Source: an optimization exercise on an open RTL-to-GDS flow (aim: small area and a short achievable clock period). Production flows keep margins and buffers that such runs may drop. The RTL was checked by simulation tests, not by an equivalence proof against the original design. No activity file was given, so power comes from the tool's default toggle rates.

--- flow/run.sh ---
#!/bin/bash
# Own layout flow: the standard ORFS flow with changes to synthesis (no
# full/half-adder extraction; abc maps the top module for area and the
# modules in KEEP for speed) and plain buffers on the ports. Each step's
# output goes to a log of its own in this folder.
set -euo pipefail
HERE=$(pwd)
FL=$HERE/flow
KEEP=$(cat "$FL/keep_modules.txt")

# synthesis script: the standard flow's, sourcing ORFS's synth.tcl with the abc call
# replaced by flow/abc_step.tcl
sed "s#@FL@#$FL#g" "$FL/abc_step.tcl" > "$HERE/own_abc_step.tcl"
sed "s#log_cmd abc {\\*}\$abc_args#source $HERE/own_abc_step.tcl#" \
  "$FLOW_HOME/scripts/synth.tcl" > "$HERE/own_synth_core.tcl"
grep -q 'own_abc_step' "$HERE/own_synth_core.tcl"
sed "s#source \$::env(SCRIPTS_DIR)/synth.tcl#source $HERE/own_synth_core.tcl#" \
  "$HERE/synth_recipe.tcl" > "$HERE/own_synth.tcl"
grep -q own_synth_core "$HERE/own_synth.tcl"

bash standard.sh SYNTH_SCRIPT="$HERE/own_synth.tcl" ADDER_MAP_FILE= SYNTH_OPERATIONS_ARGS=" " \
  SYNTH_KEEP_MODULES="$KEEP" synth > "$HERE/synth.log" 2>&1

EXTRA=()
if [[ -f $FL/extra.mk ]]; then
  while read -r l; do [[ -n $l && $l != \#* ]] && EXTRA+=("$l"); done < "$FL/extra.mk"
fi
bash standard.sh "${EXTRA[@]}" finish > "$HERE/layout.log" 2>&1
--- flow/abc_step.tcl ---
# abc mapping: the modules kept apart (SYNTH_KEEP_MODULES) for speed, the
# top module for area. @FL@ is replaced by the flow folder.
set own_rest [lrange $abc_args 2 end]
foreach own_m $::env(SYNTH_KEEP_MODULES) {
  log_cmd abc -script @FL@/fast.abc {*}$own_rest $own_m
}
log_cmd abc -script @FL@/synth.abc {*}$own_rest $::env(DESIGN_NAME)
--- flow/extra.mk ---
# make variables for the layout steps, one per line
BUFFER_PORTS_ARGS=-buffer_cell sky130_fd_sc_hd__buf_1
CTS_ARGS=-sink_clustering_enable -repair_clock_nets -buf_list sky130_fd_sc_hd__clkbuf_8 -dont_use_dummy_load
SETUP_MOVE_SEQUENCE=unbuffer,sizeup,swap,buffer
--- flow/fast.abc ---
strash
dch
map -D 700
topo
buffer -c
upsize -c -D 700
dnsize -c -D 700
--- flow/keep_modules.txt ---
agu
--- flow/synth.abc ---
strash
dch
map -D 3500
topo
buffer -c
upsize -c -D 3500
dnsize -c -D 3500
--- standard.sh ---
#!/bin/bash
# synth_recipe.tcl (not shown) runs the flow's synth.tcl, then flattens the netlist and writes it again
# the make line also repeats each setting of config.mk as NAME=value (left out here)
make -C /OpenROAD-flow-scripts/flow DESIGN_CONFIG=/design/flow/config.mk WORK_HOME=/design/flow/orfs CLKGATE_MAP_FILE= SYNTH_SCRIPT=/design/flow/synth_recipe.tcl "${@:-finish}"
--- config.mk ---
export PLATFORM = sky130hd
export DESIGN_NAME = CPU
export DESIGN_NICKNAME = CPU
export VERILOG_FILES = /design/flow/design.v
export SDC_FILE = /design/flow/constraint.sdc
export NUM_CORES = 4
export LEC_CHECK = 0
export CAP_MARGIN = 5
export CORE_MARGIN = 2
export CORE_UTILIZATION = 60
export CTS_BUF_LIST = sky130_fd_sc_hd__clkbuf_8
export SETUP_SLACK_MARGIN = 2.5
export SLEW_MARGIN = 5
--- constraint.sdc ---
create_clock -name core_clock -period 7.5 [get_ports {clk}]
set_input_delay 1.5000 -clock core_clock [delete_from_list [all_inputs] [get_ports {clk}]]
set_output_delay 1.5000 -clock core_clock [all_outputs]
set_load 0.01 [all_outputs]
--- design.v ---
`timescale 1ns/1ns
module agu(input [7:0] a, b, output logic [7:0] s);
  logic [7:0] g [0:3];
  logic [7:0] p [0:3];
  always_comb begin
    g[0] = a & b;
    p[0] = a ^ b;
    for (int l = 0; l < 3; l++)
      for (int i = 0; i < 8; i++)
        if (i >= (1 << l)) begin
          g[l+1][i] = g[l][i] | (p[l][i] & g[l][i - (1 << l)]);
          p[l+1][i] = p[l][i] & p[l][i - (1 << l)];
        end else begin
          g[l+1][i] = g[l][i];
          p[l+1][i] = p[l][i];
        end
    s[0] = p[0][0];
    for (int i = 1; i < 8; i++) s[i] = p[0][i] ^ g[3][i-1];
  end
endmodule
`timescale 1ns/1ns
module CPU(input clk,rst,
           output [11:0] imem_addr, input [18:0] imem_data,
           output [7:0] dmem_addr, dmem_wdata, output dmem_we, dmem_re, input [7:0] dmem_rdata);
  wire [18:0] ins = imem_data;
  logic [11:0] pc;
  logic z, c;
  logic [7:0][7:0] R;           
  logic [7:0][11:0] stk;        
  logic [2:0] sp;               
  logic [3:0] cnt;              
  wire is_alu  = ~ins[18];                            
  wire is_ld   = ins[18:14] == 5'b10000;
  wire is_st   = ins[18:14] == 5'b10001;
  wire is_sh   = ins[18:16] == 3'b110;
  wire is_br   = ins[18:16] == 3'b101;
  wire is_jmp  = ins[18:15] == 4'b1110;               
  wire is_call = ins[18:14] == 5'b11101;
  wire is_ret  = ins[18:13] == 6'b111100;
  wire wr_reg  = is_alu | is_ld | is_sh;
  wire ld_fl   = is_alu | is_sh;
  wire [7:0] imm = ins[7:0];
  wire [2:0] ra = ins[10:8];
  wire [2:0] rb = ins[18] ? ins[13:11] : ins[7:5];
  logic [7:0] a, rbv;
  always_comb begin
    a = 8'd0;
    rbv = 8'd0;
    for (int i = 0; i < 8; i++) begin
      a = a | (R[i] & {8{ra == i}});
      rbv = rbv | (R[i] & {8{rb == i}});
    end
  end
  agu agu0(.a(a), .b(imm), .s(dmem_addr));
  assign dmem_wdata = rbv;
  assign dmem_we    = ~rst & is_st;
  assign dmem_re    = ~rst & is_ld;
  assign imem_addr  = pc;
  wire [2:0] fn = ins[16:14];
  wire [7:0] b = ins[17] ? imm : rbv;
  wire sub = fn[1] & ~fn[2];
  wire y = sub & fn[0] & c;                     
  wire ci = sub | (fn[0] & c);
  logic [7:0] ay;                               
  logic ya;
  always_comb begin
    logic t;
    t = y;
    for (int i = 0; i < 8; i++) begin
      ay[i] = a[i] ^ t;
      t = t & a[i];
    end
    ya = t;
  end
  wire [7:0] bb = sub ? ~b : b;
  wire [8:0] sum9 = {1'b0, ay} + {1'b0, bb} + {8'd0, ci};
  wire c8 = sum9[8] ^ ya ^ sub;                 
  wire [7:0] pp = ay ^ bb;
  wire [7:0] gg = ay & bb;
  wire [7:0] oo = ay | bb;
  logic [7:0] lg;
  always_comb begin
    case (fn[1:0])
      2'b00: lg = gg;
      2'b01: lg = oo;
      2'b10: lg = pp;
      default: lg = ~gg;
    endcase
  end
  wire zsum = (pp[0] == ci) & (pp[7:1] == oo[6:0]);
  wire [7:0] alures = fn[2] ? lg : sum9[7:0];
  wire aluc = ~fn[2] & c8;
  wire aluz = fn[2] ? (lg == 8'd0) : zsum;
  wire [2:0] s = ins[7:5];
  wire [1:0] fn2 = ins[15:14];
  wire right = fn2[0];
  wire [2:0] amt = right ? (3'd0 - s) : s;            
  wire [15:0] dd = {a, a} << amt;
  wire [7:0] rot = dd[15:8];
  wire [7:0] lmask = 8'hff << s;
  wire [7:0] rmask = 8'hff >> s;
  wire [7:0] shres = fn2[1] ? rot : (rot & (right ? rmask : lmask));
  wire shc = ~fn2[1] & (s != 3'd0) & (right ? rot[7] : rot[0]);
  wire [7:0] res = is_sh ? shres : alures;
  wire nc = is_sh ? shc : aluc;
  wire nz = is_sh ? (shres == 8'd0) : aluz;
  wire [7:0] wd = is_ld ? dmem_rdata : res;
  logic [7:0] spd;
  wire live = cnt != 4'd0;
  always_comb for (int i = 0; i < 8; i++) spd[i] = (sp == i);
  logic [11:0] top;
  always_comb begin
    top = 12'd0;
    for (int i = 0; i < 8; i++) top = top | (stk[i] & {12{spd[i] & live}});
  end
  wire cond = (ins[15] ? c : z) ^ ins[14];
  wire taken = is_br & cond;
  wire [11:0] pcn = pc + ({{4{imm[7]}}, imm} & {12{taken}}) + 12'd1;
  logic [11:0] npc;
  always_comb begin
    if (is_jmp)         npc = ins[11:0];
    else if (is_ret)    npc = top;
    else                npc = pcn;
  end
  always_ff @(posedge clk, posedge rst) begin
    if (rst) begin
      pc <= 12'd0;
      z <= 1'b0;
      c <= 1'b0;
      R <= '0;
      sp <= 3'd0;
      cnt <= 4'd0;
    end else begin
      pc <= npc;
      if (ld_fl) begin
        z <= nz;
        c <= nc;
      end
      for (int i = 0; i < 8; i++)
        if (wr_reg && ins[13:11] == i) R[i] <= wd;
      if (is_call) begin
        sp <= sp + 3'd1;
        if (cnt != 4'd8) cnt <= cnt + 4'd1;
      end else if (is_ret) begin
        sp <= sp - 3'd1;
        if (cnt != 4'd0) cnt <= cnt - 4'd1;
      end
    end
  end
  always_ff @(posedge clk)
    for (int i = 0; i < 8; i++)
      if (is_call & spd[(i + 7) % 8]) stk[i] <= pcn;
endmodule
==> results of run 1 <==
[per-module statistics from Yosys (local to each module, per instance)]
module / cell area [µm²] / flops+latches / times used
agu: 368 / 0 / 1
CPU: 9650 / 181 / 1
[timing repair]
action / 4_1_cts / 5_1_grt
resized for setup: 30 / 126
hold buffers: 0 / 0
buffers inserted: 4 / 21
pin swaps: 3 / 41
gates cloned: 0 / 0
setup endpoints to repair: 56 / 99
[report_power, final]
group | leakage (nW) | internal [mW] | total (mW) | switching (mW)
Combinational | 2.65 | 0.542 | 1.62 | 1.08
Sequential | 1.92 | 1.34 | 1.54 | 0.194
Clock | 0.122 | 0.201 | 0.503 | 0.302
Total | 4.70 | 2.09 | 3.66 | 1.58
[Yosys cell counts, types with 4 or more instances]
master | count | area [µm²]
a211oi_1 | 8 | 60.1
a21oi_1 | 49 | 245
a221oi_1 | 13 | 114
a22oi_1 | 79 | 593
a31oi_1 | 9 | 56.3
a41oi_1 | 4 | 35.0
buf_1 | 9 | 33.8
clkbuf_1 | 20 | 75.1
dfrtp_1 | 85 | 2130
edfxtp_1 | 96 | 2880
inv_1 | 109 | 409
inv_2 | 4 | 15.0
nand2_1 | 246 | 923
nand3_1 | 22 | 110
nand4_1 | 16 | 100
nor2_1 | 140 | 526
nor2_2 | 8 | 50.1
nor3_1 | 20 | 100
nor4_1 | 4 | 25.0
o211ai_1 | 12 | 90.1
o21ai_0 | 127 | 636
o21ai_1 | 4 | 20.0
o21ai_2 | 9 | 78.8
o22ai_1 | 6 | 37.5
xnor2_1 | 12 | 105
xor2_1 | 32 | 280
[cell families (layout without fill, tap and decap cells)]
group | after synthesis | count (layout) | synth area share [%]
DFF | 181 | 181 | 50.0
muxes | 2 | 2 | 0.200
and+or+nand+nor | 467 | 467 | 19.2
buffers and inverters | 145 | 247 | 5.48
AOI/OAI and AO/OA | 337 | 337 | 21.1
xor gates and xnor gates | 45 | 45 | 4.01
[area by class of cell]
| class | instances | area, µm² |
|---|---|---|
| Inverter | 114 | 467 |
| Tap cell | 220 | 275 |
| Sequential cell | 181 | 5010 |
| Timing Repair Buffer | 116 | 726 |
| Clock buffer | 17 | 234 |
| Fill cell | 1362 | 4930 |
| Multi-Input combinational cell | 851 | 4830 |
[worst min-delay path by stage]
stage,startpoint,end,slack (ns)
2_1_floorplan,R[41],R[41],0.45
3_3_place_gp,R[41],R[41],0.47
3_5_place_dp,R[41],R[41],0.50
4_1_cts,R[41],R[41],0.51
5_1_grt,R[41],R[41],0.54
6_report,R[41],R[41],0.51
[routing by layer]
metal	share of wire, %	wire [µm]	vias to the layer above	track usage (%)
met5	0	0	-	0
met4	3.5	1080	0	12.1
met3	8.8	2660	90	6.77
met2	47	14200	542	55.1
met1	41	12500	4275	47.3
li1	-	-	4320	-
[worst max-delay path, cell delays in order]
cell      delay [ns]
buf_12          0.12
clkinv_8        0.05
nor3_1          0.04
buf_4           0.18
a22oi_1         0.18
nand2_1         0.10
nor2_2          0.25
inv_2           0.09
nand2_2         0.09
inv_2           0.05
nor2_4          0.15
nand4_1         0.16
a21oi_2         0.14
o22ai_1         0.08
nand2_1         0.08
buf_2           0.13
[registers in the layout, summed over array words and instances (netlist names)]
signal	count
sp	3
R	64
z	1
stk	96
c	1
cnt	4
pc	12
[per-stage QoR]
step                utilization, %  total power, mW
finish                        70.1             3.66
global route                  70.1             3.88
CTS                           66.9             3.49
detailed placement            64.7             2.97
global placement              64.7             2.95
floorplan                        -             2.49
==> summary.md, run 1 <==
| Metric | Value |
|---|---|
| Status | no timing/DRC/antenna violations |
| Row Count | 47 |
| Post-Syn Instances | 1177 |
| Critical path fanouts, max | 8 |
| Placed Cells | 1457 |
| FMAX | approximately 200 MHz |
| Critical path destination | dmem_addr[7] |
| Maximum VDD drop | 0.160 mV |
| Leakage Power | 4.70 nW |
| Clock transition at path regs | 0.08 ns |
| Netlist cell types | 49 |
| Post-DR vias/cell | 6.16 |
| Final ANT Viol Nets | 0 |
| Worst Setup Start Kind | primary input |
| PortBufs | 58 |
| Initial core utilization | 60.8% |
| Number of synthesized flops with an enable pin | between 90 and 100 |
| WHS | 0.512 ns |
| Async SR Flop Fraction | roughly 47% |
| Post-synthesis register bit count | 181 |
| Dpl cell area | 0.0107 mm² |
| Vias in the first global route | 8395 |
| Total gr overflow | 0 |
| Drt total wl | about 30 mm |
| Most frequent cells in the layout | 236 x nand2_1, 122 x nor2_1, 114 x o21ai_0 |
| Hold Fails Final Rpt | 0 |
| Clock latency on the worst-skew pair | 0.47 ns |
| Power density over the cells | 317 mW/mm² |
| Worst reg2reg startpoint | R[48] |
| Fin nets | 1310 |
| Tightest Hold Check Type | reg -> reg |
| Slew headroom | 20.5% |
| Ports | 59 |
| Final Instance Area | ~0.012 mm² |
| Final min period | 4.90 ns |
| Clock tree buffer depth | 2 |
| Global placement routability congestion | just under 1 |
| Post-synthesis sequential area ratio | between 50% and 60% |
| Final Instance Count excl. Fillers | 1499 |
| Tot GR Track Use | 34.4% |
| Critical path required time | 6.00 ns |
| Setup violations, final | 0 |
| DR pass1 iterations | 6 |
| Die ar. | 0.0177 mm² |
| Primary FF master, synth | edfxtp_1 |
| Die W | about 130 µm |
| Root buf cell | clkbuf_8 |
| Net Count, Synth | 1206 |
| Synth warn | 4 |
| Flop2flop setup slack | 3.80 ns |
| Crit Path Class | in -> out |
| Worst hold stages | 2 |
| Clk sinks | 181 |
| Worst-Margin Slew | 1.19 ns |
| Num CTS Buffers | 17 |
| Die Span Y | 133 µm |
| Area Overhead vs Synth | 15.2% |
| CTS tree | built |
| CP Launch Point | imem_data[9] |
| Antenna violations before repair | 0 |
| Data arrival, critical path | 3.40 ns |
| Setup crit end kind | output pin |
| Worst Skew | approximately 0.036 ns |
| Setup WS post-layout | approximately 2.6 ns |
| FF-to-FF End | R[47] |
| Max-cap violations | 0 |
| Core area | roughly 0.016 mm² |
| Synth Cell Area | approximately 0.01 mm² |
| Post-DR wirelength/cell | 20.3 µm |
| Commonest non-fill, non-tap cell in the layout | nand2_1 |
| DR vias | 9227 |
| RSZ-0062 raised after global routing | no |
| Iter 0 DRT Violations | 1188 |
| R2R cell count | 26 |
| H-tree depth reported by CTS | 4 |
| Avg Synthesized Cell Area | between 8 and 9 µm² |
| Largest net degree at the start of global routing | 52 |
| Slew Limit Fails | 0 |
| Sum Neg Setup Slack | 0 ns |
| First-pass GRT wire length | between 40 and 50 mm |
| Setup WS pre-CTS | 1.63 ns |
| Final worst-path cycle share | between 60% and 70% |
| Fraction of layout cells with a size suffix above 1 | 15.2% |
| DRC viols | 0 |
| N_diodes | 0 |
| Detailed Place HPWL | 21.1 mm |
==> run 2, diff against run 1 <==
--- a/flow/extra.mk
+++ b/flow/extra.mk
@@ -3,2 +3 @@
 CTS_ARGS=-sink_clustering_enable -repair_clock_nets -buf_list sky130_fd_sc_hd__clkbuf_8 -dont_use_dummy_load
-SETUP_MOVE_SEQUENCE=unbuffer,sizeup,swap,buffer
--- a/config.mk
+++ b/config.mk
@@ -8,2 +8,3 @@
 export CAP_MARGIN = 5
+export CORE_ASPECT_RATIO = 0.6
 export CORE_MARGIN = 2
==> run 2 against run 1 <==
Synthesized cell count unchanged. Worst hold slack got worse by 0.0089 ns. Largest power group unchanged. Register-to-register slack got worse by 0.30 ns. Still clean on timing, DRC and antenna. Wire length increased by 7.8%.
==> summary.md, run 2 <==
| Metric | Value |
|---|---|
| Tot Pwr | ~3.8 mW |
| Detailed Place HPWL | 21.9 mm |
| Critical path's most frequent cell | buf_4 |
| Die Span Y | 104 µm |
| Stages on the worst setup path | 29 |
| Most instantiated library cell after synthesis | nand2_1 |
| DRC viols | 0 |
| Yosys top cell area share | ~29% |
| Data arrival, critical path | approximately 5.4 ns |
| Max reg flops | between 90 and 100 |
| Critical path fanouts, max | 8 |
| H-tree depth reported by CTS | 4 |
| Global placement routability congestion | 0.982 |
| Crit Path Class | in -> reg |
| Slew Limit Fails | 0 |
| Net Count, Synth | 1206 |
| Worst Skew | 0.0350 ns |
| Async SR Flop Fraction | 47.0% |
| Primary FF master, synth | edfxtp_1 |
| Max-cap violations | 0 |
| Tot GR Track Use | 35.5% |
| Row Count | 36 |
| Top cells by area, synth | edfxtp_1 29%, dfrtp_1 21%, nand2_1 9.2% |
| Number of synthesized flops with an enable pin | 96 |
| Die W | roughly 170 µm |
| Setup crit end kind | flip-flop |
| Iter 0 DRT Violations | 1568 |
| Final min period | 5.01 ns |
| Antenna violations before repair | 0 |
| Netlist cell types | 49 |
| Clock tree buffer depth | 2 |
| Final Util | 73.2% |
| Worst hold stages | 2 |
| Post-synthesis register bit count | 181 |
| Clock transition at path regs | 0.07 ns |
| Slowest CP cell | nor2_2 |
| Core area | 0.0163 mm² |
| Num CTS Buffers | 17 |
| Buf+Inv Stages, Crit Path | 13 |
| Commonest non-fill, non-tap cell in the layout | nand2_1 |
| Worst-Margin Slew | between 1 and 1.5 ns |
| Final ANT Viol Nets | 0 |
| RSZ-0062 raised after global routing | yes |
| FMAX | 199 MHz |
| CTS tree | built |
| N_diodes | 0 |
| Post-Syn Instances | between 1000 and 1500 |
| Regs by FF count | stk: 96 flops, R: 64 flops, pc: 12 flops |
| Status | no timing/DRC/antenna violations |
| Slew headroom | around a fifth |
| Maximum VDD drop | 0.217 mV |
| Clock latency on the worst-skew pair | 0.47 ns |
| DR vias | 9734 |
| Tightest Hold Check Type | reg -> reg |
| Synth Cell Area | 0.0100 mm² |
| Power density over the cells | 322 mW/mm² |
| Synth warn | 4 |
| Drt total wl | between 30 and 40 mm |
| Root buf cell | clkbuf_8 |
| Post-DR wirelength/cell | 21.4 µm |
| Hold Fails Final Rpt | 0 |
| WHS | 0.503 ns |
| R2R cell count | 25 |
| Setup violations, final | 0 |
| Largest net degree at the start of global routing | 78 |
| Biggest area consumer among synthesized cells | edfxtp_1 |
| Post-synthesis sequential area ratio | 50.0% |
| Final worst-path cycle share | approximately 67% |
| Fin nets | 1334 |
| Area Overhead vs Synth | 18.8% |
| Critical path required time | 7.85 ns |
| Ports | 59 |
| Hold_buf cts | 0 |
| Largest reg by FF count | stk |
| Die ar. | 0.0178 mm² |
| Setup WS post-layout | 2.49 ns |
| Setup WS pre-CTS | about 1.4 ns |
| Total gr overflow | 0 |
| Synth top cells by count | 246 x nand2_1, 140 x nor2_1, 127 x o21ai_0 |
| Initial core utilization | 61.6% |
| Fraction of layout cells with a size suffix above 1 | 19.6% |
| Sum Neg Setup Slack | 0 ns |
| DR pass1 iterations | 8 |
| Clk sinks | 181 |
| First-pass GRT wire length | 47.9 mm |
| Critical Path Max Stage Delay | 0.24 ns |
| Post-DR vias/cell | 6.36 |
| Worst Setup Start Kind | primary input |
| Crit-path leading delay family | buffers and inverters |
| PortBufs | between 50 and 60 |
| Vias in the first global route | roughly 8600 |
| Leakage Power | 4.85 nW |
| Most frequent cells in the layout | 233 x nand2_1, 114 x o21ai_0, 104 x nor2_1 |
| Avg Synthesized Cell Area | approximately 8.5 µm² |
## run 2: area by class of cell
type	count	area, µm²
Sequential cell	181	5010
Multi-Input combinational cell	851	5000
Fill cell	1215	4360
Timing Repair Buffer	139	912
Inverter	114	453
Tap cell	228	285
Clock buffer	17	234
Timing Repair inverter	1	5.00
## run 2: worst register-to-register path, delay by kind of cell, from the launching register on
family	cells	cell delay, ns
flops	1	0.42
buf+inv	10	1.29
compound gates	8	1.27
simple gates	6	0.75
xor+xnor	1	0.17
## run 2: stage by stage
step | instance area (µm²) | std cells
2_1_floorplan | 10000 | 1177
6_report | 11900 | 1531
5_1_grt | 11900 | 1531
3_3_place_gp | 10600 | 1462
4_1_cts | 11200 | 1500
3_5_place_dp | 10600 | 1462
## run 2: modules after synthesis, one instance, submodules excluded
module  flops+latches  times used  cells inside
CPU               181           1          1107
agu                 0           1            70
## run 2: worst paths after layout
check | from | endpoint | slack, ns
max | imem_data[9] | R[22] | 2.49
min | R[41] | R[41] | 0.50
min in group asynchronous | rst | R[55] | 0.96
max in group asynchronous | rst | pc[0] | 5.31
min reg2reg | R[41] | R[41] | 0.50
max reg2reg | R[49] | R[22] | 3.50
## run 2: power breakdown
group	switching, mW	leakage [nW]	internal (mW)
clock network	0.308	0.122	0.201
logic	1.18	2.80	0.598
registers	0.202	1.92	1.34
total	1.69	4.85	2.14
## run 2: logic make-up (layout without fill, tap and decap cells)
logic type | count (synthesis) | in the layout | share of synthesized area [%]
xor+xnor | 45 | 45 | 4.01
compound gates | 337 | 337 | 21.1
flops | 181 | 181 | 50.0
mux | 2 | 2 | 0.200
simple gates | 467 | 467 | 19.2
buf+inv | 145 | 271 | 5.48
## run 2: routing by layer
metal  GRT usage (%)  share of wire, %  vias to the layer above
met3            11.7                16                       75
met5               0                 0                        -
li1                -                 -                     4358
met4            8.17               1.7                        0
met1            56.2                41                     4564
met2            46.7                41                      737
## run 2: what timing repair did
item,4_1_cts,5_1_grt
resized for setup,55,147
cloned,0,1
endpoints found under the setup margin,73,102
hold endpoints to repair,0,0
pin swaps,12,57
buffers inserted,21,30
==> run 3, diff against run 2 <==
--- a/config.mk
+++ b/config.mk
@@ -8,3 +8,3 @@
 export CAP_MARGIN = 5
-export CORE_ASPECT_RATIO = 0.6
+export CORE_ASPECT_RATIO = 1.6
 export CORE_MARGIN = 2
==> run 3 against run 2 <==
Maximum frequency barely moved. Critical endpoint is now dmem_addr[7]. Setup slack better by 0.0023 ns. Cell count is 1.4% lower. Largest cell class unchanged. Register-to-register slack improved by 0.28 ns. Clock power fell by 1%. Core utilization is 1.3 points lower. Die area is essentially flat. Largest power group unchanged. Wire length shrank 2.0%.
==> summary.md, run 3 <==
| Metric | Value |
|---|---|
| Post-Syn Instances | 1177 |
| Clk sinks | 181 |
| Final worst-path cycle share | roughly two thirds |
| Net Count, Synth | 1206 |
| Clock transition at path regs | 0.07 ns |
| Most frequent cells in the layout | 240 x nand2_1, 117 x nor2_1, 115 x o21ai_0 |
| Yosys top cell area share | between 20% and 30% |
| Async SR Flop Fraction | 47.0% |
| Final min period | about 5 ns |
| Num CTS Buffers | 17 |
| Iter 0 DRT Violations | 939 |
| Critical path fanouts, max | 8 |
| Data arrival, critical path | 3.51 ns |
| Fin nets | between 1000 and 1500 |
| Hold_buf cts | 0 |
| Detailed Place HPWL | 22.4 mm |
| FMAX | about 200 MHz |
| H-tree depth reported by CTS | 4 |
| DR vias | approximately 9500 |
| Sum Neg Setup Slack | 0 ns |
| Synth warn | 4 |
| Slew headroom | 15.3% |
| Top cells by area, synth | edfxtp_1 29%, dfrtp_1 21%, nand2_1 9.2% |
| Global placement routability congestion | 1.05 |
| Die W | 106 µm |
| Most instantiated library cell after synthesis | nand2_1 |
| Antenna violations before repair | 1 |
| Largest net degree at the start of global routing | 86 |
| Post-DR vias/cell | 6.32 |
| Power density over the cells | between 300 and 400 mW/mm² |
| Total gr overflow | 0 |
| Vias in the first global route | 9024 |
| Avg Synthesized Cell Area | approximately 8.5 µm² |
| Synth top cells by count | 246 x nand2_1, 140 x nor2_1, 127 x o21ai_0 |
| Max reg flops | 96 |
| DR pass1 iterations | 9 |
| Worst-Margin Slew | 1.27 ns |
| Drt total wl | 32.1 mm |
| Commonest non-fill, non-tap cell in the layout | nand2_1 |
| Worst reg2reg startpoint | c |
| Final ANT Viol Nets | 0 |
| Crit Path Class | in -> out |
| Hold Fails Final Rpt | 0 |
| Die Span Y | 167 µm |
| First-pass GRT wire length | 48.0 mm |
| Setup crit end kind | output pin |
| Tot GR Track Use | between 30% and 40% |
| Post-synthesis sequential area ratio | 50.0% |
| Clock latency on the worst-skew pair | 0.48 ns |
| Status | no timing/DRC/antenna violations |
| Number of synthesized flops with an enable pin | 96 |
| R2R cell count | 22 |
| Root buf cell | clkbuf_8 |
| FF-to-FF End | stk[22] |
| Max-cap violations | 0 |
| Critical path required time | approximately 6.0 ns |
| Die ar. | 0.0178 mm² |
| Fraction of layout cells with a size suffix above 1 | approximately 16% |
| Clock tree buffer depth | 2 |
| CTS tree | built |
| Post-DR wirelength/cell | 21.3 µm |
| Maximum VDD drop | 0.182 mV |
| Area Overhead vs Synth | 17.1% |
| Row Count | about 60 |
| Leakage Power | 4.80 nW |
| CP Launch Point | imem_data[8] |
| Post-synthesis register bit count | 181 |
| Slew Limit Fails | 0 |
| RSZ-0062 raised after global routing | yes |
| Regs by FF count | stk: 96 flops, R: 64 flops, pc: 12 flops |
| Synth Cell Area | 0.0100 mm² |
| Largest reg by FF count | stk |
| DRC viols | 0 |
| Setup violations, final | 0 |
| Core area | 0.0163 mm² |
| Worst Setup Start Kind | primary input |
| Final Instance Area | 0.0117 mm² |
| Critical path destination | dmem_addr[7] |
| Tightest Hold Check Type | reg -> reg |
| Initial core utilization | 61.4% |
| Flop2flop setup slack | 3.78 ns |
| PortBufs | 58 |
| Ports | 59 |
| Biggest area consumer among synthesized cells | edfxtp_1 |
| Worst Skew | 0.0603 ns |
| Dpl cell area | approximately 0.011 mm² |
| Primary FF master, synth | edfxtp_1 |
| Netlist cell types | 49 |
## run 3: cell counts after synthesis
No cell type changed its count.
## run 3: worst max-delay path, cell delays in order
cell      delay [ns]
buf_12          0.12
inv_8           0.06
nor3_1          0.04
buf_4           0.18
a22oi_1         0.15
nand3_1         0.14
nor2_4          0.22
inv_2           0.10
nand2_1         0.12
inv_1           0.09
nor2_4          0.14
buf_4           0.13
nand2_1         0.04
o21bai_1        0.13
o22ai_1         0.10
nand2_1         0.11
buf_2           0.14
## run 3: worst min path at each step
stage          cells past startpoint   from  slack, ns     to
2_1_floorplan                      2  R[41]       0.45  R[41]
3_3_place_gp                       2  R[41]       0.47  R[41]
3_5_place_dp                       2  R[41]       0.49  R[41]
4_1_cts                            2  R[41]       0.51  R[41]
5_1_grt                            2  R[41]       0.54  R[41]
6_report                           2  R[41]       0.50  R[41]
## run 3: layout make-up
class / instances / area (µm²)
Inverter: 114 / 475
Clock buffer: 17 / 234
Antenna cell: 1 / 2.50
Fill cell: 1287 / 4590
Tap cell: 213 / 267
Multi-Input combinational cell: 851 / 4860
Timing Repair Buffer: 132 / 876
Sequential cell: 181 / 5010
## run 3: timing repair
item,4_1_cts,5_1_grt
resized for setup,51,104
gates cloned,0,1
pin swaps,8,46
setup endpoints to repair,74,92
buffers inserted,9,29
## run 3: power by group
part | switching, mW | internal (mW)
registers | 0.199 | 1.34
clock network | 0.301 | 0.201
logic | 1.11 | 0.566
total | 1.61 | 2.11
## run 3: layer usage
layer	part of all wire, %	global-route usage, %	up-vias
met5	0	0	-
met4	7.2	23.2	0
met3	7.3	5.41	177
met2	51	62.7	563
met1	35	39.4	4449
li1	-	-	4347
## run 3: logic make-up after synthesis
logic type | Yosys count | share of synthesized area (%)
DFF | 181 | 50.0
muxes | 2 | 0.200
AOI/OAI and AO/OA | 337 | 21.1
buffers and inverters | 145 | 5.48
and+or+nand+nor | 467 | 19.2
xor gates and xnor gates | 45 | 4.01
## run 3: per-module statistics from Yosys (local to each module, per instance)
module  cells  times used  area [µm²]  flops+latches
CPU      1107           1        9650            181
agu        70           1         368              0
## run 3: through the flow
| step | setup WS, ns | util, % | cells | hold WS [ns] | total power [mW] |
|---|---|---|---|---|---|
| after floorplan | 2.76 | - | 1177 | 0.453 | 2.49 |
| after global routing | 2.38 | 71.9 | 1509 | 0.539 | 3.92 |
| after global placement | 1.81 | 65.4 | 1452 | 0.472 | 2.98 |
| final | 2.49 | 71.9 | 1509 | 0.501 | 3.72 |
| after detailed placement | 1.68 | 65.4 | 1452 | 0.489 | 2.99 |
| after CTS | 2.44 | 68.1 | 1478 | 0.508 | 3.53 |
==> run 4, diff against run 3 <==
--- a/config.mk
+++ b/config.mk
@@ -8,3 +8,2 @@
 export CAP_MARGIN = 5
-export CORE_ASPECT_RATIO = 1.6
 export CORE_MARGIN = 2
@@ -12,2 +11,3 @@
 export CTS_BUF_LIST = sky130_fd_sc_hd__clkbuf_8
+export GPL_ROUTABILITY_DRIVEN = 0
 export SETUP_SLACK_MARGIN = 2.5
==> run 4 against run 3 <==
Clock skew decreased by 0.021 ns. Via count decreased by 2.2%. Synthesized cell count unchanged. Highest routed layer unchanged.
==> summary.md, run 4 <==
| Metric | Value |
|---|---|
| Cell Int Power | about 2.1 mW |
| Detailed Place HPWL | 20.8 mm |
| Avg Synthesized Cell Area | 8.51 µm² |
| Die Span Y | 133 µm |
| Critical path required time | 6.00 ns |
| Synth top cells by count | 246 x nand2_1, 140 x nor2_1, 127 x o21ai_0 |
| Primary FF master, synth | edfxtp_1 |
| Largest reg by FF count | stk |
| Power density over the cells | 316 mW/mm² |
| Clock tree buffer depth | 2 |
| Drt total wl | about 31 mm |
| Biggest area consumer among synthesized cells | edfxtp_1 |
| Slew headroom | between 20 and 25% |
| Row Count | 47 |
| Core area | 0.0165 mm² |
| Worst Setup Start Kind | primary input |
| CTS tree | built |
| FMAX | 193 MHz |
| Crit Path Class | in -> out |
| First-pass GRT wire length | 46.4 mm |
| Worst hold stages | 2 |
| Commonest non-fill, non-tap cell in the layout | nand2_1 |
| Regs by FF count | stk: 96 flops, R: 64 flops, pc: 12 flops |
| CP cell instances | buf_4 -> inv_4 -> nor3_2 -> buf_6 -> buf_4 -> a22oi_2 -> o211ai_1 -> nor2_2 -> inv_2 -> nand2_2 -> inv_2 -> nor2_4 -> nand2_1 -> nor3_1 -> o22ai_1 -> nand2_1 -> buf_2 |
| Max reg flops | 96 |
| Setup WS post-layout | 2.33 ns |
| Clock power frac | 13.7% |
| Max-cap violations | 0 |
| Net Count, Synth | roughly 1200 |
| Antenna violations before repair | 0 |
| Netlist cell types | ~50 |
| Maximum VDD drop | 0.169 mV |
| Setup violations, final | 0 |
| Number of synthesized flops with an enable pin | 96 |
| Area Overhead vs Synth | 16.2% |
| DR vias | 9322 |
| Post-synthesis register bit count | 181 |
| Comb power frac | 44.8% |
| Clock latency on the worst-skew pair | 0.47 ns |
| Iter 0 DRT Violations | approximately 1200 |
| Switching Fraction | between 40% and 50% |
| Ports | 59 |
| PortBufs | just under 60 |
| Largest net degree at the start of global routing | between 80 and 90 |
| Stages on the worst setup path | 17 |
| Setup crit end kind | output pin |
| WHS | 0.488 ns |
| Power share of the sequential group | 41.6% |
| Total gr overflow | 0 |
| Most instantiated library cell after synthesis | nand2_1 |
| Die W | about 130 µm |
| Fillers | 1300 |
| Clk sinks | 181 |
| Clock transition at path regs | 0.06 ns |
| Num CTS Buffers | 17 |
| Hold_buf cts | 0 |
| Vias in the first global route | 8477 |
| Worst Skew | between 0.03 and 0.04 ns |
| RSZ-0062 raised after global routing | yes |
| Psw | 1.58 mW |
| Worst-Margin Slew | around 1.2 ns |
| Synth Cell Area | 0.0100 mm² |
| Critical path fanouts, max | 8 |
| N_diodes | 0 |
| DR pass1 iterations | 8 |
| Post-DR vias/cell | between 6 and 7 |
| Die ar. | between 0.015 and 0.02 mm² |
| Top cells by area, synth | edfxtp_1 29%, dfrtp_1 21%, nand2_1 9.2% |
| Slowest CP cell | nor3_1 |
| Post-DR wirelength/cell | approximately 20 µm |
| Final ANT Viol Nets | 0 |
| Root buf cell | clkbuf_8 |
| Status | no timing/DRC/antenna violations |
| Fraction of layout cells with a size suffix above 1 | 16.8% |
| Final min period | 5.17 ns |
| Post-Syn Instances | 1177 |
| Fin nets | between 1000 and 1500 |
| Setup WS pre-CTS | 1.49 ns |
| R2R cell count | 23 |
| DRC viols | 0 |
| Tot GR Track Use | between 30% and 40% |
| Tightest Hold Check Type | reg -> reg |
| Final worst-path cycle share | 69.0% |
| Post-synthesis sequential area ratio | 50.0% |
| Data arrival, critical path | 3.67 ns |
| Async SR Flop Fraction | 47.0% |
| Crit-path leading delay family | simple AND/OR/NAND/NOR gates |
| Most frequent cells in the layout | 238 x nand2_1, 118 x nor2_1, 112 x o21ai_0 |
| Buf+Inv Stages, Crit Path | 7 |
| Initial core utilization | 60.8% |
| H-tree depth reported by CTS | 4 |
| Leakage Power | 4.73 nW |
| Slew Limit Fails | 0 |
| Yosys top cell area share | 28.8% |
| Critical Path Max Stage Delay | 0.28 ns |
| Synth warn | 4 |
| Hold Fails Final Rpt | 0 |
| Sum Neg Setup Slack | 0 ns |
-- run 4: cell counts after synthesis --
Identical to the previous run, type by type.
-- run 4: path summary, 6_finish.rpt --
kind	to	slack [ns]	from
worst max register to register	pc[10]	3.76	c
worst min register to register	R[41]	0.49	R[41]
worst min-delay path	R[41]	0.49	R[41]
worst max-delay path	dmem_addr[5]	2.33	imem_data[8]
min in group asynchronous	z	0.89	rst
max in group asynchronous	pc[11]	5.29	rst
-- run 4: final cells by class --
class / count / area (µm²) / share of cell area, %
flip-flops and latches: 181 / 5010 / 43.1
inverters: 114 / 457 / 3.92
well taps: 220 / 275 / 2.37
repair buffers: 123 / 761 / 6.54
clock buffers: 17 / 234 / 2.01
multi-input cells: 851 / 4900 / 42.1
-- run 4: power by group through the flow --
| stage | Clock (mW) | Combinational, mW | Sequential (mW) |
|---|---|---|---|
| floorplan | 0 | 1.00 | 1.49 |
| global placement | 0 | 1.39 | 1.54 |
| detailed placement | 0 | 1.42 | 1.53 |
| CTS | 0.502 | 1.47 | 1.52 |
| global route | 0.542 | 1.80 | 1.55 |
| finish | 0.502 | 1.65 | 1.53 |
-- run 4: tightest hold or removal path, cell delays in order (launching register included) --
cell,delay [ns]
dfrtp_1,0.35
nand2_1,0.05
o21ai_0,0.06
-- run 4: repair_timing --
action,in CTS,in global routing
setup buffers,11,27
endpoints found under the setup margin,97,84
pin swaps,8,40
resized for setup,44,123
-- run 4: cells by family after synthesis --
| group | Yosys count | synth area share, % |
|---|---|---|
| AOI/OAI and AO/OA | 337 | 21.1 |
| xor gates and xnor gates | 45 | 4.01 |
| buffers and inverters | 145 | 5.48 |
| DFF | 181 | 50.0 |
| and+or+nand+nor | 467 | 19.2 |
| muxes | 2 | 0.200 |
-- run 4: modules after synthesis (local to each module, per instance) --
module	cells inside	flops+latches	area [µm²]
CPU	1107	181	9650
agu	70	0	368
-- run 4: stage by stage --
| step | area [µm²] | total power [mW] | std cells | util [%] |
|---|---|---|---|---|
| global route | 11600 | 3.89 | 1506 | 70.7 |
| finish | 11600 | 3.68 | 1506 | 70.7 |
| floorplan | 10000 | 2.49 | 1177 | - |
| global placement | 10600 | 2.92 | 1451 | 64.5 |
| detailed placement | 10600 | 2.95 | 1451 | 64.5 |
| CTS | 11100 | 3.49 | 1479 | 67.1 |
-- run 4: per-layer routing --
metal	wire length, µm	vias to the layer above	GRT usage [%]
met2	14600	533	55.0
met5	0	-	0
met1	12300	4353	47.7
met4	1290	0	14.4
li1	-	4337	-
met3	2750	99	4.87
==> run 5, diff against run 4 <==
==> flow/fast.abc (replaced) <==
strash
dch
map -D 500
topo
buffer -c
upsize -c -D 500
dnsize -c -D 500
--- a/config.mk
+++ b/config.mk
@@ -11,3 +11,2 @@
 export CTS_BUF_LIST = sky130_fd_sc_hd__clkbuf_8
-export GPL_ROUTABILITY_DRIVEN = 0
 export SETUP_SLACK_MARGIN = 2.5
==> run 5 against run 4 <==
Count of clock-buffer cells in the layout is the same. Maximum frequency increased by 4.5%. Clock skew fell by 0.010 ns. Largest power group unchanged. Power down 1.2%. Largest cell class unchanged. Register-to-register slack better by 0.07 ns. Cell count down 0.46%. Sequential cell count unchanged.
==> summary.md, run 5 <==
| Metric | Value |
|---|---|
| Status | no timing/DRC/antenna violations |
| Global placement routability congestion | around 0.95 |
| First-pass GRT wire length | around 47 mm |
| Slowest CP cell | nor4_4 |
| Final min period | 4.95 ns |
| Core area | 0.0165 mm² |
| Yosys top cell area share | between 20 and 30% |
| Root buf cell | clkbuf_8 |
| Tot Pwr | 3.63 mW |
| Ports | 59 |
| Setup WS pre-CTS | 1.45 ns |
| Regs by FF count | stk: 96 flops, R: 64 flops, pc: 12 flops |
| M1 WL | about 12 mm |
| Clk sinks | approximately 180 |
| Highest routing layer actually used | met4 |
| Slew Limit Fails | 0 |
| Synth Cell Area | 0.0101 mm² |
| Critical Path Max Stage Delay | 0.26 ns |
| Data arrival, critical path | 3.45 ns |
| Post-synthesis register bit count | 181 |
| Post-Syn Instances | 1182 |
| Clock power frac | between 10% and 20% |
| Setup WS post-layout | ~2.5 ns |
| Async SR Flop Fraction | 47.0% |
| Post-DR wirelength/cell | 20.5 µm |
| Post-DR vias/cell | 6.22 |
| Crit Path Class | in -> out |
| Drt total wl | 30.8 mm |
| Synth top cells by count | 247 x nand2_1, 134 x nor2_1, 126 x o21ai_0 |
| Antenna violations before repair | 0 |
| Critical path's most frequent cell | buf_4 |
| Hold Fails Final Rpt | 0 |
| Largest reg by FF count | stk |
| Setup violations, final | 0 |
| Die Span Y | 134 µm |
| Final Instance Area | approximately 0.011 mm² |
| Worst Skew | slightly below 0.03 ns |
| Fraction of layout cells with a size suffix above 1 | 13.8% |
| Final ANT Viol Nets | 0 |
| Post-synthesis sequential area ratio | about half |
| Buf+Inv Stages, Crit Path | 5 |
| Power density over the cells | 317 mW/mm² |
| Die W | 134 µm |
| Biggest area consumer among synthesized cells | edfxtp_1 |
| Crit-path leading delay family | simple AND/OR/NAND/NOR gates |
| Sum Neg Setup Slack | 0 ns |
| Max-cap violations | 0 |
| Leakage Power | 4.66 nW |
| Clock tree buffer depth | 2 |
| Critical path required time | 6.00 ns |
| Vias in the first global route | 8615 |
| Setup crit end kind | output pin |
| Slew headroom | ~20% |
| DRC viols | 0 |
| RSZ-0062 raised after global routing | yes |
| Primary FF master, synth | edfxtp_1 |
| Clock transition at path regs | roughly 0.07 ns |
| PortBufs | between 50 and 60 |
| Comb power frac | 44.3% |
| Max reg flops | 96 |
| Fillers | 1380 |
| Psw | 1.55 mW |
| Largest net degree at the start of global routing | 65 |
| Total gr overflow | 0 |
| Net Count, Synth | 1211 |
| Netlist cell types | 53 |
| Clock latency on the worst-skew pair | around 0.45 ns |
| Tot GR Track Use | between 30% and 40% |
| Row Count | 47 |
| Power share of the sequential group | 42.0% |
| DR vias | 9317 |
| Area Overhead vs Synth | 13.6% |
| DR pass1 iterations | 5 |
| N_diodes | 0 |
| Die ar. | 0.0179 mm² |
| Final worst-path cycle share | 66.0% |
| FMAX | 202 MHz |
| Most instantiated library cell after synthesis | nand2_1 |
| Dpl cell area | 0.0107 mm² |
| Initial core utilization | 61.1% |
| Iter 0 DRT Violations | 1087 |
| Num CTS Buffers | 17 |
| Worst Setup Start Kind | primary input |
| Commonest non-fill, non-tap cell in the layout | nand2_1 |
| Detailed Place HPWL | ~21 mm |
| CTS tree | built |
| Cell Int Power | 2.08 mW |
| Maximum VDD drop | 0.167 mV |
| Most frequent cells in the layout | 244 x nand2_1, 118 x nor2_1, 112 x o21ai_0 |
| Worst-Margin Slew | 1.20 ns |
| Top cells by area, synth | edfxtp_1 29%, dfrtp_1 21%, nand2_1 9.2% |
| Avg Synthesized Cell Area | ~8.5 µm² |
| Met3 WL | 2.61 mm |
| H-tree depth reported by CTS | 4 |
| Met2 wire length | 14.8 mm |
| Synth warn | 4 |
| Number of synthesized flops with an enable pin | 96 |
| Final Util | 69.4% |
| Critical path fanouts, max | 8 |
| Tightest Hold Check Type | reg -> reg |
| Fin nets | ~1300 |
| CP cell instances | buf_4 -> inv_4 -> nor3_2 -> buf_4 -> a22oi_2 -> o211ai_1 -> nor2_4 -> inv_2 -> and2_4 -> nor4_4 -> nand4_1 -> nand3_1 -> nand2_1 -> buf_1 |
| Switching Fraction | 42.7% |
run 5: changes by cell type in the layout (fill, tap and decap cells not counted), moves of 4 or more:
| cell | before | now |
|---|---|---|
| buf_1 | 45 | 50 |
| inv_1 | 91 | 98 |
| nand2_1 | 238 | 244 |
| buf_6 | 7 | 3 |
| buf_4 | 61 | 53 |
| inv_2 | 12 | 8 |
run 5: kinds of logic after synthesis:
logic type / share of synthesized area (%)
and+or+nand+nor: 19.7
muxes: 0.198
AOI/OAI and AO/OA: 21.2
DFF: 49.6
buffers and inverters: 5.40
xor gates and xnor gates: 3.82
run 5: power groups by stage:
stage | combinational, mW | sequential [mW] | clock (mW)
floorplan | 1.02 | 1.49 | 0
global placement | 1.43 | 1.54 | 0
detailed placement | 1.44 | 1.53 | 0
CTS | 1.49 | 1.52 | 0.502
global route | 1.77 | 1.55 | 0.536
finish | 1.61 | 1.53 | 0.497
run 5: cell type report:
class	instances	area, µm²	share of cell area, %
multi-input combinational	857	4860	42.4
clock buffer	17	234	2.04
sequential	181	5010	43.7
tap	220	275	2.40
inverter	113	439	3.83
timing repair buffer	111	647	5.64
run 5: Yosys stat by module (local to each module, per instance):
module | flops+latches | cells inside | times used
agu | 0 | 75 | 1
CPU | 181 | 1107 | 1
run 5: worst reg2reg max path, delay by kind of cell (launching register included):
kind,cells,cell delay (ns)
AOI/OAI and AO/OA,10,1.47
DFF,1,0.35
xor gates and xnor gates,1,0.28
buffers and inverters,3,0.26
and+or+nand+nor,9,1.26
run 5: path summary, 6_finish.rpt:
kind / startpoint / to / depth (start not counted) / slack [ns]
setup / recovery: imem_data[9] / dmem_addr[6] / 14 / 2.55
hold / removal: R[41] / R[41] / 2 / 0.50
setup reg to reg: c / pc[10] / 23 / 3.83
hold reg to reg: R[41] / R[41] / 2 / 0.50
max in group asynchronous: rst / pc[7] / 3 / 5.23
min in group asynchronous: rst / z / 2 / 1.04
run 5: repair_timing:
action	in CTS	in global routing
hold buffers	0	0
pin swaps	4	23
buffers inserted	8	13
resized for setup	35	81
endpoints found under the setup margin	78	93
run 5: metrics by stage:
step / hold slack, ns / instances
final: 0.502 / 1499
after global placement: 0.467 / 1461
after CTS: 0.501 / 1486
after global routing: 0.538 / 1499
after detailed placement: 0.484 / 1461
after floorplan: 0.453 / 1182
run 5: per-layer routing:
metal	GRT usage, %	up-vias
li1	-	4340
met1	45.2	4363
met2	57.6	508
met3	5.63	106
met4	15.1	0
met5	0	-
==> run 6, diff against run 5 <==
==> flow/fast.abc (replaced) <==
strash
dch
map -D 700
topo
buffer -c
upsize -c -D 700
dnsize -c -D 700
--- a/config.mk
+++ b/config.mk
@@ -9,3 +9,3 @@
 export CORE_MARGIN = 2
-export CORE_UTILIZATION = 60
+export CORE_UTILIZATION = 50
 export CTS_BUF_LIST = sky130_fd_sc_hd__clkbuf_8
==> run 6 against run 5 <==
Count of clock-buffer cells in the layout did not move. Sequential power barely moved. Non-clock buffer count rose by 14. Area after synthesis fell by 0.81%. Setup slack improved by 0.070 ns. Critical endpoint is now dmem_addr[7]. First-iteration DRC count fell by 7.5%. Still clean on timing, DRC and antenna. Power rose by 1.2%. Largest cell class unchanged. Maximum frequency rose by 1.4%. Clock skew rose by 0.0072 ns.
==> summary.md, run 6 <==
| Metric | Value |
|---|---|
| Status | no timing/DRC/antenna violations |
| Largest net degree at the start of global routing | between 50 and 60 |
| Sum Neg Setup Slack | 0 ns |
| Crit Path Class | in -> out |
| Buf+Inv Stages, Crit Path | 6 |
| Synth Cell Area | 0.0100 mm² |
| Max-cap violations | 0 |
| Fraction of layout cells with a size suffix above 1 | 14.8% |
| Die ar. | between 0.02 and 0.025 mm² |
| H-tree depth reported by CTS | 4 |
| Num CTS Buffers | 17 |
| Tightest Hold Check Type | reg -> reg |
| Worst Skew | 0.0365 ns |
| Most frequent cells in the layout | 238 x nand2_1, 126 x nor2_1, 119 x o21ai_0 |
| DR pass1 iterations | 7 |
| DR vias | 9184 |
| Switching Fraction | 43.0% |
| Final Util | 59.3% |
| Critical path's most frequent cell | inv_4 |
| Data arrival, critical path | 3.38 ns |
| Clock tree buffer depth | 2 |
| PortBufs | 58 |
| Most instantiated library cell after synthesis | nand2_1 |
| Hold Fails Final Rpt | 0 |
| Worst Setup Start Kind | primary input |
| Netlist cell types | 49 |
| Detailed Place HPWL | 21.9 mm |
| Multi-input gate area | 0.00480 mm² |
| DRC viols | 0 |
| Psw | around 1.6 mW |
| Tot GR Track Use | 29.3% |
| Iter 0 DRT Violations | 1005 |
| Slew headroom | 24.3% |
| Clock latency on the worst-skew pair | 0.47 ns |
| Net Count, Synth | 1206 |
| Vias in the first global route | 8213 |
| Slowest CP cell | nor2_4 |
| Synth top cells by count | 246 x nand2_1, 140 x nor2_1, 127 x o21ai_0 |
| Clock power frac | 13.9% |
| Async SR Flop Fraction | 47.0% |
| Initial core utilization | 51.1% |
| Synth warn | 4 |
| Regs by FF count | stk: 96 flops, R: 64 flops, pc: 12 flops |
| Commonest non-fill, non-tap cell in the layout | nand2_1 |
| Final ANT Viol Nets | 0 |
| Row Count | 51 |
| Number of synthesized flops with an enable pin | 96 |
| Max reg flops | 96 |
| FMAX | just over 200 MHz |
| RSZ-0062 raised after global routing | no |
| Maximum VDD drop | 0.159 mV |
| Core area | between 0.015 and 0.02 mm² |
| Fillers | 1797 |
| Slew Limit Fails | 0 |
| Cell Int Power | 2.09 mW |
| Post-Syn Instances | 1177 |
| Power share of the sequential group | 41.6% |
| Largest reg by FF count | stk |
| Crit-path leading delay family | simple AND/OR/NAND/NOR gates |
| Global placement routability congestion | 1.01 |
| Final min period | 4.88 ns |
| Biggest area consumer among synthesized cells | edfxtp_1 |
| Clock transition at path regs | 0.07 ns |
| CTS tree | built |
| Setup violations, final | 0 |
| Drt total wl | 31.7 mm |
| N_diodes | 0 |
| Avg Synthesized Cell Area | 8.51 µm² |
| Critical path required time | roughly 6 ns |
| Primary FF master, synth | edfxtp_1 |
| Antenna violations before repair | 0 |
| Critical path fanouts, max | 8 |
| Setup WS post-layout | 2.62 ns |
| Sequential cell area | between 0.005 and 0.006 mm² |
| Post-DR vias/cell | 5.91 |
| Yosys top cell area share | 28.8% |
| Comb power frac | between 40% and 50% |
| Die Span Y | 146 µm |
| Total gr overflow | 0 |
| Critical Path Max Stage Delay | 0.21 ns |
| Post-synthesis sequential area ratio | 50.0% |
| Root buf cell | clkbuf_8 |
| Die W | between 100 and 150 µm |
| Clk sinks | 181 |
| Hold_buf cts | 0 |
| Power density over the cells | 316 mW/mm² |
| Final worst-path cycle share | 65.1% |
| Worst-Margin Slew | roughly 1.1 ns |
| Setup WS pre-CTS | 1.48 ns |
| Post-synthesis register bit count | 181 |
| Top cells by area, synth | edfxtp_1 29%, dfrtp_1 21%, nand2_1 9.2% |
| Ports | 59 |
| Fin nets | about 1300 |
| Setup crit end kind | output pin |
| Post-DR wirelength/cell | ~20 µm |
| CP cell instances | buf_12 -> inv_8 -> nor3_1 -> buf_4 -> a22oi_2 -> o211ai_1 -> nor2_4 -> inv_4 -> nand2_4 -> inv_4 -> nor3_4 -> nand2_2 -> a21oi_2 -> o22ai_1 -> nand2_1 -> buf_2 |
| First-pass GRT wire length | 47.7 mm |
| Leakage Power | 4.76 nW |
| Area Overhead vs Synth | 16.0% |
## run 6: final timing paths
check | depth (start not counted) | slack, ns | start | to
hold reg to reg | 2 | 0.49 | R[41] | R[41]
max in group asynchronous | 3 | 5.24 | rst | pc[6]
min in group asynchronous | 2 | 1.10 | rst | R[29]
setup reg to reg | 26 | 3.80 | R[48] | R[31]
hold / removal | 2 | 0.49 | R[41] | R[41]
setup / recovery | 16 | 2.62 | imem_data[9] | dmem_addr[7]
## run 6: final cells by class
| class | count | share of cell area (%) |
|---|---|---|
| clock buffer | 17 | 2.01 |
| tap | 265 | 2.85 |
| multi-input combinational | 851 | 41.3 |
| inverter | 114 | 3.95 |
| timing repair buffer | 125 | 6.74 |
| sequential | 181 | 43.1 |
## run 6: kinds of logic (layout without fill, tap and decap cells)
logic type	Yosys count	count (layout)	synth area share (%)
AO/OA/AOI/OAI	337	337	21.1
XOR/XNOR	45	45	4.01
buffers and inverters	145	256	5.48
flip-flops	181	181	50.0
multiplexers	2	2	0.200
AND/OR/NAND/NOR	467	467	19.2
## run 6: repair_timing
item	4_1_cts	5_1_grt
pin swaps	8	31
gates resized for setup	38	94
setup endpoints to repair	87	89
endpoints found under the hold margin	0	0
setup buffers	7	22
## run 6: worst min-delay path, delay by kind of cell (launching register included)
kind             cells  cell delay [ns]
AO/OA/AOI/OAI        1             0.06
AND/OR/NAND/NOR      1             0.05
flip-flops           1             0.35
## run 6: Yosys stat by module (local to each module, per instance)
module	flops+latches	times used
CPU	181	1
agu	0	1
## run 6: stage by stage
step | std cells | instance area [µm²] | power [mW] | hold WS, ns
finish | 1553 | 11600 | 3.67 | 0.493
global route | 1553 | 11600 | 3.90 | 0.532
CTS | 1531 | 11200 | 3.54 | 0.491
detailed placement | 1507 | 10800 | 2.99 | 0.473
global placement | 1507 | 10800 | 2.99 | 0.467
floorplan | 1177 | 10000 | 2.49 | 0.453
## run 6: metal layers
metal | GRT usage [%] | wire length [µm] | vias up
li1 | - | - | 4329
met1 | 40.8 | 13500 | 4361
met2 | 47.4 | 14900 | 427
met3 | 3.76 | 2140 | 67
met4 | 10.9 | 1060 | 0
met5 | 0 | 0 | -
## run 6: power by group through the flow
stage / sequential [mW] / combinational [mW] / clock, mW
6_report: 1.53 / 1.63 / 0.512
5_1_grt: 1.55 / 1.79 / 0.553
4_1_cts: 1.52 / 1.50 / 0.520
3_5_place_dp: 1.54 / 1.45 / 0
3_3_place_gp: 1.55 / 1.44 / 0
2_1_floorplan: 1.49 / 1.00 / 0
==> run 7, diff against run 6 <==
--- a/config.mk
+++ b/config.mk
@@ -9,3 +9,3 @@
 export CORE_MARGIN = 2
-export CORE_UTILIZATION = 50
+export CORE_UTILIZATION = 67
 export CTS_BUF_LIST = sky130_fd_sc_hd__clkbuf_8
==> run 7 against run 6 <==
Clock power shrank 2%. Power is essentially flat. Count of clock-buffer cells in the layout is the same. Design area shrank 0.39%. Worst hold slack gained 0.031 ns.
==> summary.md, run 7 <==
| Metric | Value |
|---|---|
| Crit Path Class | in -> out |
| Clk sinks | roughly 180 |
| Top cells by area, synth | edfxtp_1 29%, dfrtp_1 21%, nand2_1 9.2% |
| Async SR Flop Fraction | 47.0% |
| Num CTS Buffers | 17 |
| Final ANT Viol Nets | 0 |
| Number of synthesized flops with an enable pin | between 90 and 100 |
| N_diodes | 0 |
| Max-cap violations | 0 |
| Leakage Power | 4.74 nW |
| Synth top cells by count | 246 x nand2_1, 140 x nor2_1, 127 x o21ai_0 |
| Worst Setup Start Kind | primary input |
| Slew Limit Fails | 0 |
| PortBufs | 58 |
| Iter 0 DRT Violations | 1181 |
| Worst-Margin Slew | between 1 and 1.5 ns |
| Most frequent cells in the layout | 236 x nand2_1, 123 x nor2_1, 116 x o21ai_0 |
| Synth Cell Area | 0.0100 mm² |
| Critical path required time | 6.00 ns |
| CP cell instances | buf_12 -> buf_4 -> nor3_4 -> buf_4 -> a22oi_1 -> nand2_2 -> nor2_4 -> inv_2 -> nand2_2 -> inv_2 -> nor3_4 -> nand2_1 -> a21oi_2 -> o22ai_1 -> nand2_1 -> buf_2 |
| Sequential cell area | 0.00501 mm² |
| Worst Skew | 0.0283 ns |
| Setup crit end kind | output pin |
| CTS tree | built |
| Initial core utilization | approximately two thirds |
| DRC viols | 0 |
| Detailed Place HPWL | ~20 mm |
| Hold Fails Final Rpt | 0 |
| Placed Cells | between 1000 and 1500 |
| Fin nets | around 1300 |
| Setup violations, final | 0 |
| Buf+Inv Stages, Crit Path | 6 |
| Maximum VDD drop | about 0.20 mV |
| Net Count, Synth | 1206 |
| Regs by FF count | stk: 96 flops, R: 64 flops, pc: 12 flops |
| Highest routing layer actually used | met4 |
| Commonest non-fill, non-tap cell in the layout | nand2_1 |
| Clock transition at path regs | 0.07 ns |
| Sum Neg Setup Slack | 0 ns |
| DR vias | 9529 |
| WHS | between 0.5 and 0.6 ns |
| Row Count | 44 |
| Hold_buf cts | 0 |
| Netlist cell types | 49 |
| Root buf cell | clkbuf_8 |
| Critical path fanouts, max | 6 |
| RSZ-0062 raised after global routing | yes |
| Max reg flops | 96 |
| Post-DR wirelength/cell | 21.1 µm |
| H-tree depth reported by CTS | 4 |
| Avg Synthesized Cell Area | 8.51 µm² |
| Area Overhead vs Synth | 15.5% |
| Post-DR vias/cell | 6.48 |
| Core area | 0.0146 mm² |
| Critical Path Max Stage Delay | 0.29 ns |
| Data arrival, critical path | 3.54 ns |
| Slew headroom | 17.3% |
| Die Span Y | 126 µm |
| Primary FF master, synth | edfxtp_1 |
| Fillers | slightly below 1000 |
| Ports | 59 |
| Clock latency on the worst-skew pair | 0.46 ns |
| Synth warn | 4 |
| Final worst-path cycle share | 67.2% |
| DR pass1 iterations | 6 |
| Tightest Hold Check Type | reg -> reg |
| Antenna violations before repair | 0 |
| Met2 wire length | approximately 15 mm |
| Most instantiated library cell after synthesis | nand2_1 |
| Drt total wl | slightly above 30 mm |
| Largest net degree at the start of global routing | 85 |
| Slowest CP cell | a22oi_1 |
| Final Instance Count excl. Fillers | 1470 |
| Status | no timing/DRC/antenna violations |
| Die W | approximately 130 µm |
| M1 WL | 11.7 mm |
| Total gr overflow | 0 |
| Largest reg by FF count | stk |
| Post-synthesis sequential area ratio | about half |
| Die ar. | 0.0159 mm² |
| First-pass GRT wire length | roughly 46 mm |
| Crit-path leading delay family | simple AND/OR/NAND/NOR gates |
| Global placement routability congestion | 1.05 |
| Power density over the cells | 318 mW/mm² |
| Tot GR Track Use | 37.9% |
| Post-synthesis register bit count | 181 |
| Vias in the first global route | approximately 8500 |
| FMAX | 198 MHz |
| Biggest area consumer among synthesized cells | edfxtp_1 |
| Met3 WL | 3.18 mm |
| Yosys top cell area share | 28.8% |
| Multi-input gate area | 0.00486 mm² |
| Clock tree buffer depth | 2 |
| Final min period | 5.04 ns |
| Post-Syn Instances | 1177 |
| Fraction of layout cells with a size suffix above 1 | roughly 16% |
## run 7: path summary, 6_finish.rpt
path,from,to,slack [ns],depth (start not counted)
max in group asynchronous,rst,R[12],5.34,3
min reg2reg,R[44],R[44],0.52,2
max,imem_data[9],dmem_addr[7],2.46,16
min,R[44],R[44],0.52,2
max reg2reg,R[48],R[15],3.66,27
min in group asynchronous,rst,z,0.90,2
## run 7: tightest hold or removal path, cell delays in order, from the launching register on
cell,delay (ns)
dfrtp_1,0.36
nand2_1,0.06
o21ai_0,0.06
## run 7: kinds of logic (layout without fill, tap and decap cells)
kind of cell | count (synthesis) | after routing | synth area share, %
AO/OA/AOI/OAI | 337 | 337 | 21.1
XOR/XNOR | 45 | 45 | 4.01
buffers and inverters | 145 | 254 | 5.48
flip-flops | 181 | 181 | 50.0
multiplexers | 2 | 2 | 0.200
AND/OR/NAND/NOR | 467 | 467 | 19.2
## run 7: report_power, final
| part | internal (mW) | switching (mW) | total [mW] |
|---|---|---|---|
| clock network | 0.201 | 0.300 | 0.500 |
| registers | 1.34 | 0.188 | 1.53 |
| logic | 0.544 | 1.10 | 1.64 |
| total | 2.09 | 1.59 | 3.67 |
## run 7: layer usage
layer  GRT usage (%)  vias up
met3            6.58      146
met5               0        -
met2            61.1      651
li1                -     4332
met1            50.6     4400
met4            17.6        0
## run 7: repair_timing
| action | in CTS | in global routing |
|---|---|---|
| buffers inserted | 17 | 26 |
| hold endpoints to repair | 0 | 0 |
| endpoints found under the setup margin | 84 | 100 |
| gates resized for setup | 66 | 80 |
| pin swaps | 14 | 35 |
| gates cloned | 0 | 1 |
## run 7: final cells by class
type / instances / area share (%)
clock buffers: 17 / 2.02
inverters: 114 / 3.90
multi-input cells: 851 / 42.0
flip-flops and latches: 181 / 43.3
well taps: 184 / 1.99
repair buffers: 122 / 6.70
repair inverters: 1 / 0.0433
## run 7: Yosys stat by module, one instance, submodules excluded
module | flip-flops and latches | cells inside | area, µm²
CPU | 181 | 1107 | 9650
agu | 0 | 70 | 368
## run 7: metrics by stage
step	area [µm²]	setup WS [ns]	power, mW	util, %
floorplan	10000	2.76	2.49	-
global placement	10500	1.58	2.92	72.1
detailed placement	10500	1.52	2.95	72.1
CTS	11100	2.45	3.50	76.4
global route	11600	2.38	3.87	79.3
finish	11600	2.46	3.67	79.3
==> run 8, diff against run 7 <==
--- a/config.mk
+++ b/config.mk
@@ -9,5 +9,5 @@
 export CORE_MARGIN = 2
-export CORE_UTILIZATION = 67
+export CORE_UTILIZATION = 60
 export CTS_BUF_LIST = sky130_fd_sc_hd__clkbuf_8
-export SETUP_SLACK_MARGIN = 2.5
+export SETUP_SLACK_MARGIN = 2.6
 export SLEW_MARGIN = 5
==> run 8 against run 7 <==
Register-to-register slack is essentially flat. Design area grew 1.4%. Worst hold slack worse by 0.011 ns. Setup slack better by 0.085 ns. Count of clock-buffer cells in the layout unchanged. Die area is 11% higher. Critical endpoint unchanged.
==> summary.md, run 8 <==
| Metric | Value |
|---|---|
| Status | no timing/DRC/antenna violations |
| Primary FF master, synth | edfxtp_1 |
| Clock tree buffer depth | 2 |
| DRC viols | 0 |
| Most frequent cells in the layout | 231 x nand2_1, 120 x nor2_1, 107 x o21ai_0 |
| FF-to-FF End | R[47] |
| Final ANT Viol Nets | 0 |
| Flop2flop setup slack | 3.66 ns |
| Crit Path Class | in -> out |
| Worst hold stages | 2 |
| Drt total wl | 30.8 mm |
| Net Count, Synth | 1206 |
| Row Count | 47 |
| Cell Int Power | 2.12 mW |
| Clk sinks | 181 |
| Slew Limit Fails | 0 |
| Dpl cell area | 0.0107 mm² |
| Power density over the cells | roughly 320 mW/mm² |
| Total gr overflow | 0 |
| Area Overhead vs Synth | 17.1% |
| Worst Setup Start Kind | primary input |
| R2R cell count | 26 |
| Regs by FF count | stk: 96 flops, R: 64 flops, pc: 12 flops |
| Maximum VDD drop | roughly 0.16 mV |
| N_diodes | 0 |
| Largest net degree at the start of global routing | 52 |
| Setup violations, final | 0 |
| Clock latency on the worst-skew pair | ~0.46 ns |
| Root buf cell | clkbuf_8 |
| Slew headroom | 20.8% |
| Clock transition at path regs | 0.08 ns |
| Switching Fraction | 43.0% |
| Post-DR wirelength/cell | 20.4 µm |
| Worst-Margin Slew | ~1.2 ns |
| Synth warn | 4 |
| Setup crit end kind | output pin |
| RSZ-0062 raised after global routing | yes |
| DR vias | ~9400 |
| Post-Syn Instances | 1177 |
| Post-DR vias/cell | 6.23 |
| Tot GR Track Use | 34.6% |
| WHS | 0.512 ns |
| Fin nets | 1324 |
| Post-synthesis sequential area ratio | 50.0% |
| Iter 0 DRT Violations | roughly 1200 |
| Core area | around 0.016 mm² |
| Final worst-path cycle share | 66.1% |
| Critical path required time | 6.00 ns |
| Synth top cells by count | 246 x nand2_1, 140 x nor2_1, 127 x o21ai_0 |
| Psw | 1.60 mW |
| Die W | 133 µm |
| Max reg flops | 96 |
| Clock power frac | 13.4% |
| Most instantiated library cell after synthesis | nand2_1 |
| Worst reg2reg startpoint | R[48] |
| H-tree depth reported by CTS | 4 |
| Hold Fails Final Rpt | 0 |
| Sum Neg Setup Slack | 0 ns |
| Comb power frac | 45.3% |
| Data arrival, critical path | 3.46 ns |
| Global placement routability congestion | 0.993 |
| Top cells by area, synth | edfxtp_1 29%, dfrtp_1 21%, nand2_1 9.2% |
| Post-synthesis register bit count | between 150 and 200 |
| FMAX | 202 MHz |
| Num CTS Buffers | 17 |
| Worst Skew | 0.0349 ns |
| Hold Startpoint | R[41] |
| Power share of the sequential group | around 41% |
| Yosys top cell area share | 28.8% |
| Die Span Y | approximately 130 µm |
| CTS tree | built |
| Final min period | 4.96 ns |
| Detailed Place HPWL | 21.1 mm |
| Die ar. | 0.0177 mm² |
| Final Instance Area | 0.0117 mm² |
| Ports | 59 |
| First-pass GRT wire length | approximately 47 mm |
| PortBufs | 58 |
| Critical path fanouts, max | 7 |
| Vias in the first global route | 8495 |
| Hold_buf cts | 0 |
| Synth Cell Area | 0.0100 mm² |
| Fraction of layout cells with a size suffix above 1 | between 15 and 20% |
| Async SR Flop Fraction | 47.0% |
| Antenna violations before repair | 0 |
| Commonest non-fill, non-tap cell in the layout | nand2_1 |
| Number of synthesized flops with an enable pin | 96 |
| DR pass1 iterations | 6 |
| Max-cap violations | 0 |
| Avg Synthesized Cell Area | roughly 8.5 µm² |
| Netlist cell types | 49 |
| Leakage Power | 4.80 nW |
| Biggest area consumer among synthesized cells | edfxtp_1 |
| Initial core utilization | about 60% |
| Tightest Hold Check Type | reg -> reg |
| Worst Hold End | R[41] |
| Largest reg by FF count | stk |
## run 8: critical path, stage by stage
cell	delay (ns)
buf_6	0.12
inv_4	0.07
nor3_2	0.04
buf_4	0.17
a22oi_1	0.29
nand2_2	0.12
nor2_4	0.18
inv_4	0.07
nand2_4	0.08
inv_4	0.04
nor2_4	0.16
nand4_1	0.15
a21oi_2	0.15
o22ai_1	0.08
nand2_1	0.09
buf_2	0.13
## run 8: cell families after synthesis
logic type / share of synthesized area (%)
AOI/OAI and AO/OA: 21.1
buffers and inverters: 5.48
muxes: 0.200
and+or+nand+nor: 19.2
xor gates and xnor gates: 4.01
DFF: 50.0
## run 8: timing repair
action	CTS	global route
gates resized for setup	54	128
pin swaps	10	50
setup endpoints to repair	70	76
setup buffers	12	27
cloned	0	0
## run 8: final cells by class
class | instances | area, µm²
flip-flops and latches | 181 | 5010
multi-input cells | 851 | 4920
fillers | 1342 | 4730
repair buffers | 130 | 833
inverters | 114 | 462
well taps | 220 | 275
clock buffers | 17 | 234
## run 8: worst max-delay path by stage
stage	start	endpoint	cells after the start
after floorplan	imem_data[15]	R[15]	28
after global placement	imem_data[10]	R[23]	30
after detailed placement	imem_data[10]	R[23]	30
after CTS	imem_data[10]	dmem_addr[7]	15
after global routing	imem_data[10]	R[47]	28
final	imem_data[9]	dmem_addr[7]	16
## run 8: layer usage
metal / part of all wire (%) / vias up / global-route usage (%)
met4: 4.4 / 0 / 12.9
met2: 46 / 583 / 55.5
met5: 0 / - / 0
li1: - / 4363 / -
met1: 40 / 4360 / 47.2
met3: 8.9 / 115 / 6.81
## run 8: Yosys stat by module, one instance, submodules excluded
module	area, µm²	cells inside
CPU	9650	1107
agu	368	70
## run 8: power by group through the flow
stage,combinational (mW),clock (mW),sequential [mW]
after global routing,1.85,0.540,1.56
after detailed placement,1.43,0,1.54
final,1.69,0.500,1.54
after CTS,1.50,0.503,1.52
after global placement,1.41,0,1.55
after floorplan,1.00,0,1.49
## run 8: stage by stage
stage	setup slack, ns	power (mW)	utilization, %	std cells
2_1_floorplan	2.76	2.49	-	1177
3_3_place_gp	1.64	2.95	64.7	1457
3_5_place_dp	1.63	2.97	64.7	1457
4_1_cts	2.45	3.52	67.7	1486
5_1_grt	2.44	3.95	71.3	1513
6_report	2.54	3.72	71.3	1513

Re-timed with assumed drivers on the ports (clkbuf_16 on the clock, buf_2 on other inputs), run 8 has 2.505 ns of setup slack against 2.544 ns with ideal ports, and 2.116 ns once port delays also move by the mid clock arrival of 0.487 ns.
